This is an optimization exercise on Yosys and OpenROAD, whose aim is small area, a short achievable clock period and few clock cycles, not a production implementation.
In this exercise RTL edits were held to simulation tests only and were not proved equivalent to the original.

## CAVLC
module CAVLC (
  input  logic        Clk,           
  input  logic        nReset,        
  input  logic        Enable,        
  input  logic  [4:0] nC,            
  input  logic [15:0] Bitstream,     
  output logic        RdReq,         
  output logic [12:0] LevelOut,      
  output logic        WrReq,         
  output logic        BlockDone,     
  output logic  [4:0] TotalCoeffOut  
);
Settings: LEC_CHECK=0, ABC_AREA=1, CAP_MARGIN=20, CORE_MARGIN=2, CORE_UTILIZATION=40, SETUP_SLACK_MARGIN=5, SLEW_MARGIN=20; clock period 11.0 ns.
run.sh (not shown) runs the stock make flow with config.mk's settings and CLKGATE_MAP_FILE= SYNTH_SCRIPT=/design/flow/synth_recipe.tcl, a recipe that flattens the netlist after the stock synthesis.
The starting point produced a clean layout.
Testbench counts at the start, summed over its fixed seeds: cycles 24,765.
Change:
--- a/flow/design.v
+++ b/flow/design.v
@@ -2909,16 +2909,17 @@
 logic        RbShort;
 logic  [3:0] Prefix;
 logic  [3:0] Suffix4;
 logic  [5:0] Suffix6;
 logic        CtFit;
 logic  [4:0] CtShift;
 logic  [2:0] CtSigns;
 logic        CtT1Write;
+logic  [7:0] LevelCode;
 logic        Adjust;
 logic  [7:0] LevelVal;
 logic  [4:0] LvLen;
 logic  [2:0] NextSuffixLength;
 logic        MaxCoeff;
 logic        BlockEnd;
 logic        LvDecode;
 logic  [1:0] T1CntNext;
@@ -2981,52 +2982,28 @@
 assign N4      = Z4 ? {N8[11:0], 4'b0} : N8;
 assign Z2      = ~|N4[15:14];
 assign N2      = Z2 ? {N4[13:0], 2'b0} : N4;
 assign Z1      = ~N2[15];
 assign N1      = Z1 ? {N2[14:0], 1'b0} : N2;
 assign Prefix  = {Z8, Z4, Z2, Z1};
 assign Suffix6 = N1[14:9];
 assign Suffix4 = Suffix6[5:2];
-assign Adjust   = First && (TrailingOnes != 2'd3);
-logic [4:0] PrefixP1, PrefixP2;
-logic [7:0] LvPos, LvNeg;
-logic       LvSign;
-assign PrefixP1 = {1'b0, Prefix} + 5'd1;
-assign PrefixP2 = {1'b0, Prefix} + 5'd2;
 always_comb begin
   case (SuffixLength)
-    3'd0: begin
-      LvSign = Prefix[0];
-      LvPos  = {5'd0, Prefix[3:1]} + (Adjust ? 8'd2 : 8'd1);
-      LvNeg  = ~({5'd0, Prefix[3:1]} + {7'd0, Adjust});
-    end
-    3'd1: begin
-      LvSign = Suffix6[5];
-      LvPos  = {3'd0, Adjust ? PrefixP2 : PrefixP1};
-      LvNeg  = ~{3'd0, Adjust ? PrefixP1 : {1'b0, Prefix}};
-    end
-    3'd2: begin
-      LvSign = Suffix6[4];
-      LvPos  = Suffix6[5] ? {2'd0, PrefixP1, 1'b0} : {3'd0, Prefix, 1'b1};
-      LvNeg  = ~{3'd0, Prefix, Suffix6[5]};
-    end
-    3'd3: begin
-      LvSign = Suffix6[3];
-      LvPos  = (Suffix6[5:4] == 2'b11) ? {1'd0, PrefixP1, 2'b0} : {2'd0, Prefix, Suffix6[5:4] + 2'd1};
-      LvNeg  = ~{2'd0, Prefix, Suffix6[5:4]};
-    end
-    default: begin
-      LvSign = Suffix6[2];
-      LvPos  = (Suffix6[5:3] == 3'b111) ? {PrefixP1, 3'b0} : {1'd0, Prefix, Suffix6[5:3] + 3'd1};
-      LvNeg  = ~{1'd0, Prefix, Suffix6[5:3]};
-    end
+    3'd0:    LevelCode = {4'd0, Prefix};
+    3'd1:    LevelCode = {3'd0, Prefix, Suffix4[3]};
+    3'd2:    LevelCode = {2'd0, Prefix, Suffix4[3:2]};
+    3'd3:    LevelCode = {1'd0, Prefix, Suffix4[3:1]};
+    default: LevelCode = {Prefix, Suffix4};
   endcase
 end
-assign LevelVal = LvSign ? LvNeg : LvPos;
+assign Adjust   = First && (TrailingOnes != 2'd3);
+assign LevelVal = ({1'b0, LevelCode[7:1]} +
+                   {6'd0, Adjust & ~LevelCode[0], Adjust ^ ~LevelCode[0]}) ^ {8{LevelCode[0]}};
 assign LvLen    = {1'b0, Prefix} + {2'b0, SuffixLength} + 5'd1;
 always_comb begin
   if (SuffixLength == 3'd0)
     NextSuffixLength = (Prefix >= (Adjust ? 4'd4 : 4'd6)) ? 3'd2 : 3'd1;
   else if (SuffixLength == 3'd1 && Adjust)
     NextSuffixLength = (Prefix >= 4'd2) ? 3'd2 : 3'd1;
   else if (Prefix >= 4'd3 && SuffixLength != 3'd4)
     NextSuffixLength = SuffixLength + 3'd1;
After rerunning: Sequential cell count stays the same. Wire length went down by a few percent. Clock skew is about the same. Hold slack barely changes. Synthesized cell count went down by a few percent. Setup slack improved by 0.013 ns. Core utilization went down by 0.63 points. Final cell count went down by a few percent.
Testbench counts after the change, summed over its fixed seeds: cycles 24,765.


Another version of the RTL of CAVLC (not shown whole).
Size: roughly 110 flip-flops, ~15000 µm² of cells after synthesis.
Settings: LEC_CHECK=0, ABC_AREA=1, CAP_MARGIN=20, CORE_MARGIN=2, CORE_UTILIZATION=40, SETUP_SLACK_MARGIN=5, SLEW_MARGIN=20; clock period 11.0 ns.
The starting point completed without violations.
Testbench counts at the start, summed over its fixed seeds: cycles 22,308.
Change:
--- a/flow/design.v
+++ b/flow/design.v
@@ -2894,16 +2894,14 @@
 logic        First;
 logic  [2:0] SuffixLength;
 logic  [3:0] ZerosLeft;
 logic  [3:0] RunsLeft;
 logic  [1:0] T1Cnt;
 logic  [1:0] T1Signs;
 logic  [7:0] Level;
-logic  [7:0] Q0;
-logic        QFull, QPush;
 logic  [4:0] CtTotalCoeff;
 logic  [1:0] CtTrailingOnes;
 logic  [4:0] CtLen;
 logic  [3:0] TzTotalZeros, TzLen;
 logic  [3:0] RbRun, RbLen;
 logic  [3:0] RbLongRun, RbLongLen;
 logic  [2:0] RbShortRun;
@@ -3027,15 +3025,15 @@
     NextSuffixLength = (Prefix >= 4'd2) ? 3'd2 : 3'd1;
   else if (Prefix >= 4'd3 && SuffixLength != 3'd4)
     NextSuffixLength = SuffixLength + 3'd1;
   else
     NextSuffixLength = SuffixLength;
 end
 assign MaxCoeff = ChromaDC ? (TotalCoeff == 5'd4) : (TotalCoeff == 5'd16);
-assign LvDecode = (State == S_LV) && (T1Cnt == 2'd0 || !QFull);
+assign LvDecode = (State == S_LV) && (T1Cnt == 2'd0);
 always_comb begin
   NextState = State;
   NumShift  = 5'd0;
   BlockEnd  = 1'b0;
   case (State)
     S_CT: begin
       NumShift = CtShift;
@@ -3077,55 +3075,51 @@
     default: ;
   endcase
 end
 assign CtT1Write = (State == S_CT) && (CtTrailingOnes != 2'd0) && CtFit;
 assign T1CntNext = (State == S_T1) ? TrailingOnes - 2'd1 :
                    CtT1Write       ? CtTrailingOnes - 2'd1 :
                    (T1Cnt != 2'd0) ? T1Cnt - 2'd1 : 2'd0;
-assign QPush = LvDecode && (T1Cnt != 2'd0 || QFull);
 always_ff @(posedge Clk or negedge nReset)
   if (!nReset) begin
     State        <= S_F0;
     WrReq        <= 1'b0;
     BlockDone    <= 1'b0;
     Ptr          <= '0;
     T1Cnt        <= '0;
-    QFull        <= 1'b0;
   end
   else if (!Enable) begin
     State     <= S_F0;
     WrReq     <= 1'b0;
     BlockDone <= 1'b0;
     Ptr       <= '0;
     T1Cnt     <= '0;
-    QFull     <= 1'b0;
   end
   else begin
     WrReq     <= 1'b0;
     BlockDone <= 1'b0;
     case (State)
       S_F0: begin
         Ptr <= 5'd16;
         if (Ptr[4]) State <= S_F1;
       end
       S_F1: State <= S_CT;
       default: begin
         Ptr   <= PtrSum;
         T1Cnt <= T1CntNext;
-        QFull <= (T1Cnt != 2'd0) ? (QFull | LvDecode) : (QFull & LvDecode);
         if (BlockEnd) begin
-          if (T1CntNext == 2'd0 && !((T1Cnt != 2'd0) ? (QFull | LvDecode) : (QFull & LvDecode))) begin
+          if (T1CntNext == 2'd0) begin
             State     <= S_CT;
             BlockDone <= 1'b1;
           end
           else State <= S_FW;
         end
         else State <= NextState;
         if (State == S_T1 || CtT1Write) WrReq <= 1'b1;
-        else if (T1Cnt != 2'd0 || QFull) WrReq <= 1'b1;
+        else if (T1Cnt != 2'd0) WrReq <= 1'b1;
         else if (LvDecode) WrReq <= 1'b1;
       end
     endcase
   end
 always_ff @(posedge Clk) begin
   if (State == S_T1) T1Signs <= Win[14:13];
   else if (State == S_CT) T1Signs <= CtSigns[1:0];
@@ -3164,14 +3158,11 @@
   end
   if (State == S_T1)
     Level <= Win[15] ? 8'hFF : 8'h01;
   else if (State == S_CT)
     Level <= CtSigns[2] ? 8'hFF : 8'h01;
   else if (T1Cnt != 2'd0)
     Level <= T1Signs[1] ? 8'hFF : 8'h01;
-  else if (QFull)
-    Level <= Q0;
   else
     Level <= LevelVal;
-  if (QPush) Q0 <= LevelVal;
 end
 endmodule
Clock skew shrinks by 0.0045 ns.
Worst setup slack degrades by 0.070 ns.
Maximum frequency shrinks by 1.1%.
Routed wire length shrinks by 7.9%.
Die area shrinks by 3.9%.
Clock-buffer cell count grows by 1.
Global-route usage shrinks by 1.6 points.
Worst hold slack improves by 0.015 ns.
Area after synthesis shrinks by 4.0%.
Testbench counts after the change, summed over its fixed seeds: cycles 23,168.

-- what the ideal ports hide --
The results above use ideal ports. As a check the final layouts listed here were re-extracted and re-timed, cells and wires unchanged.
Step 1, drivers: a clkbuf_16 drives Clk and a buf_2 each remaining input, both assumed.
Step 2 also shifts input and output timing later by t, the mid clock arrival at the registers, as if the neighbouring blocks saw the same clock.
Three values: ideal ports, drivers, drivers and shift; two values: the first two.
run	t (ns)	setup slack, ns	hold WS [ns]	worst setup path after step 2	clock arrival spread, ns
the first run of note 1	0.420	5.018 / 5.018 / 4.710	0.432 / 0.432 / 0.432	input to register	0.013 / 0.013
the second run of note 1	0.399	5.031 / 5.031 / 4.689	0.431 / 0.431 / 0.431	input to register	0.012 / 0.012
the first run of note 2	0.442	4.976 / 4.976 / 4.762	0.429 / 0.429 / 0.429	input to register	0.023 / 0.023
the second run of note 2	0.424	4.906 / 4.906 / 4.569	0.444 / 0.444 / 0.444	input to register	0.019 / 0.018
After both steps setup and hold are still met in every run listed. The setup slack of the second run of note 1, which loses most, moves by 0.000 ns with the drivers and by -0.342 ns with both steps.
